Source: an optimization exercise on an open RTL-to-GDS flow (aim: small area). Production flows keep margins and buffers that such runs may drop.
Power is estimated from default activity; no workload was simulated.

Setup of run a:
==> flow/design.v (excerpt) <==
module txnum #(
    parameter               I_CLK_FRQ = 96_000,
    parameter [20:0]        BAUD = 9600,
    parameter [0:0]         PARITY = 0,
    parameter [1:0]         STOP = 1,
    parameter [4:0]         RADIX = 10,
    parameter               SIZE = 32,
    parameter [4:0]         DIGITS = 0
) (
    input                   i_clk,
    input                   i_rst,
    input                   i_en,
    input signed [SIZE-1:0] i_data,
    output wire             o_tx,
    output wire             o_busy
);
Size: ~380 cells after synthesis, ~58 flip-flops, about 37 I/O pins, about 2800 um^2 of cells after synthesis.
Settings: LEC_CHECK=0, ABC_AREA=1, CAP_MARGIN=20, CORE_MARGIN=2, CORE_UTILIZATION=70, SLEW_MARGIN=20; clock period 14.0 ns.
standard.sh (not shown) runs the stock make flow with config.mk's settings and CLKGATE_MAP_FILE= SYNTH_SCRIPT=/design/flow/synth_recipe.tcl, a recipe that flattens the netlist after the stock synthesis.
==> flow/flow/run.sh <==
#!/bin/bash
# The standard layout (ORFS with the standard flow's config.mk), with these changes,
# none of which touches the registers (same names, count and cell types as
# the standard synthesis):
# - synthesis without Yosys adder extraction (ADDER_MAP_FILE empty), and an
#   area-oriented ABC script in place of ORFS's abc_area.script: two rounds
#   of deepsyn, choices and area mapping, the last with more area-recovery
#   iterations;
# - plain buf_1 cells as the port buffers (every port still gets one);
# - TritonCTS with clkbuf_4 only, large sink clusters and no dummy loads.
# Each step's output goes to synth.log / standard.log here, and ORFS's own
# logs to orfs/logs.
set -euo pipefail
export ADDER_MAP_FILE=
export BUFFER_PORTS_ARGS="-buffer_cell sky130_fd_sc_hd__buf_1"
export CTS_ARGS="-sink_clustering_enable -repair_clock_nets -dont_use_dummy_load -sink_clustering_size 100 -sink_clustering_max_diameter 1000 -buf_list sky130_fd_sc_hd__clkbuf_4"
rm -rf scripts_abc
cp -r "$FLOW_HOME/scripts" scripts_abc
printf 'strash\n&get -n\n&deepsyn -J 100 -T 100\n&put\ndch -f\namap\nstrash\n&get -n\n&deepsyn -J 100 -T 100\n&put\ndch -f\namap -F 10 -A 30\ntopo\n' > scripts_abc/abc_area.script
SCRIPTS_DIR="$PWD/scripts_abc" bash standard.sh synth > synth.log 2>&1
bash standard.sh > standard.log 2>&1
Inputs modified between run a and run b:
--- a/flow/design.v
+++ b/flow/design.v
@@ -26,13 +26,13 @@
     reg  [1:0] st;
     assign o_busy = (st != S_IDLE);
     wire idle = (st == S_IDLE);
     reg  [3:0] u;
     reg  [1:0] ty;               
     wire       td = ty[1] & ~ty[0];
-    wire       uidle = (u == 4'd12);
+    wire       uidle = (u == 4'd15);
     wire [3:0] u_inc = {u[3] ^ (u[2] & u[1] & u[0]), u[2] ^ (u[1] & u[0]),
                         u[1] ^ u[0], ~u[0]};
     localparam [30:0] POL = 31'h2aaaaaaa;
     reg [30:0] w;
     wire [30:0] v = w ^ POL;
     reg  [4:0] ph;               
@@ -45,13 +45,13 @@
     reg        Zh;               
     wire [4:0] ph_inc = {ph[4] ^ (ph[3] & ph[2] & ph[1] & ph[0]),
                          ph[3] ^ (ph[2] & ph[1] & ph[0]),
                          ph[2] ^ (ph[1] & ph[0]), ph[1] ^ ph[0], ~ph[0]};
     wire ph0  = (ph == 5'd0);
     wire ph30 = (ph == 5'd30);
-    wire win    = td & ((u == 4'd7 & tick) | u == 4'd8 | u == 4'd9 | u == 4'd10);
+    wire win    = td & ((u == 4'd10 & tick) | u == 4'd11 | u == 4'd12 | u == 4'd13);
     wire bstart = ph0 & win;
     wire bact   = ba | bstart;
     wire seen = C[0];
     wire vb   = v[0] ^ (s & seen);                   
     wire qa   = v[28] & ~(ph == 5'd1 | ph == 5'd2);  
     wire [2:0] cq;                                   
@@ -121,39 +121,40 @@
         assign upo[gi] = ok & v[gi];
         assign upa[gi] = ~ok | v[gi];
     end endgenerate
     wire cmp = ~k10 & (s_eff ? (~g[21] | ~(&upa)) : (g[21] | (|upo)));
     reg f;
     always @(*) case (u)
-        4'd3:  f = 1'b0;
-        4'd4:  f = ty[1] ? (~ty[0] & m[0]) : ty[0];
-        4'd5:  f = ty[1] & (ty[0] | m[1]);
-        4'd6:  f = ty[1] ? (~ty[0] & m[2]) : ty[0];
-        4'd7:  f = ty[1] ? (ty[0] | m[3]) : ty[0];
-        4'd8:  f = ty[1] & ~ty[0];
-        4'd9:  f = ~(ty[1] & ty[0]);
-        4'd10: f = 1'b0;
-        4'd11: f = 1'b0;
+        4'd6: f = 1'b0;
+        4'd7: f = ty[1] ? (~ty[0] & m[0]) : ty[0];
+        4'd8: f = ty[1] & (ty[0] | m[1]);
+        4'd9: f = ty[1] ? (~ty[0] & m[2]) : ty[0];
+        4'd10: f = ty[1] ? (ty[0] | m[3]) : ty[0];
+        4'd11: f = ty[1] & ~ty[0];
+        4'd12: f = ~(ty[1] & ty[0]);
+        4'd13: f = 1'b0;
+        4'd14: f = 1'b0;
         default: f = 1'b1;
     endcase
     assign o_tx = f;
     always @(posedge i_clk) begin
         if (i_rst) begin
             st <= S_IDLE;
-            u  <= 4'd12;
+            u  <= 4'd15;
         end else begin
-            if (u == 4'd1 || (tick && !uidle)) u <= u_inc;
+            if (u == 4'd4 || (tick && !uidle)) u <= u_inc;
             else if (uidle && st == S_SIGN) begin
-                u <= 4'd2; ty <= {1'b0, s};
+                u <= 4'd5; ty <= {1'b0, s};
             end else if (uidle && st == S_SEND) begin
-                u <= 4'd1; ty <= {1'b1, ~Zh};
+                u <= 4'd4; ty <= {1'b1, ~Zh};
             end
             case (st)
             S_IDLE: if (i_en) st <= S_CALC;
             S_CALC: begin
                 Zh <= ~k0;
+                if (ph == 5'd1) G <= cmp;
                 if (!cmp) st <= S_SIGN;
             end
             S_SIGN: st <= S_SEND;
             S_SEND: if (uidle && !Zh) st <= S_IDLE;
             endcase
         end
@@ -161,25 +162,23 @@
             w  <= i_data[30:0] ^ POL;
             ph <= 5'd0;
             a0 <= 1'b1;
             ba <= 1'b0;
             C  <= {i_data[31], 1'b0};
             m  <= 4'd0;
-            G  <= 1'b0;
         end else begin
             ph <= ph30 ? 5'd0 : ph_inc;
             w[28:0] <= v[29:1] ^ POL[28:0];
             w[29]   <= ((bact & ~ph0) ? q : v[30]) ^ POL[29];
             w[30]   <= (bact ? 1'b0 : (a0 ? vb : v[0])) ^ POL[30];
             if (ph30) a0 <= 1'b0;
             ba <= bact & ~ph30;
             if (a0) begin
                 C[0] <= seen | v[0];
                 if (ph0) m[0] <= vb;
                 else     m[3:1] <= hn;
-                G <= Gn;
             end else if (bact) begin
                 if (ph0) begin
                     G <= 1'b0;
                     Zh <= ge10;
                 end else if (ph == 5'd1) begin
                     C <= c1q[1:0];
Findings:
Compared with run a, in run b final critical path time including I/O delays and setup dropped 0.19 ns; synthesis-to-layout area growth barely changed; part of the power in the clock network dropped 1.4 points; cell area climbed 0.60%.
[compare] base=run a new=run b: initial DRC count now sits higher; share of the clock period used by the worst path now sits lower; worst-case setup margin in the final layout now sits higher.
No run of this note included a check of the RTL's function; only the layout flow was run.

-- static timing again, ports no longer ideal --
How much do the figures lean on ideal ports? The routed layouts below were timed once more, with nothing changed but the port constraints. Step 1, drivers: a clkbuf_16 drives i_clk and a buf_2 each remaining input, both assumed. Step 2 adds t to the input delays and takes it off the output delays; t is the mean of the earliest and latest rising clock arrival at the registers after step 1. Input paths then give back, and output paths get back, about the clock's delay inside the block. a / b / c = ideal ports / drivers / drivers and shift; a / b = the first two.
| run | shift t [ns] | setup slack, ns | worst register clock-pin slew, ns |
|---|---|---|---|
| run a | 0.424 | 8.863 / 8.839 / 8.863 | 0.10 / 0.10 |
| run b | 0.394 | 9.052 / 9.051 / 9.051 | 0.09 / 0.09 |
After both steps setup and hold are still met in every run listed. The setup slack of run b, which loses most, moves by -0.001 ns with the drivers and by -0.001 ns with both steps.
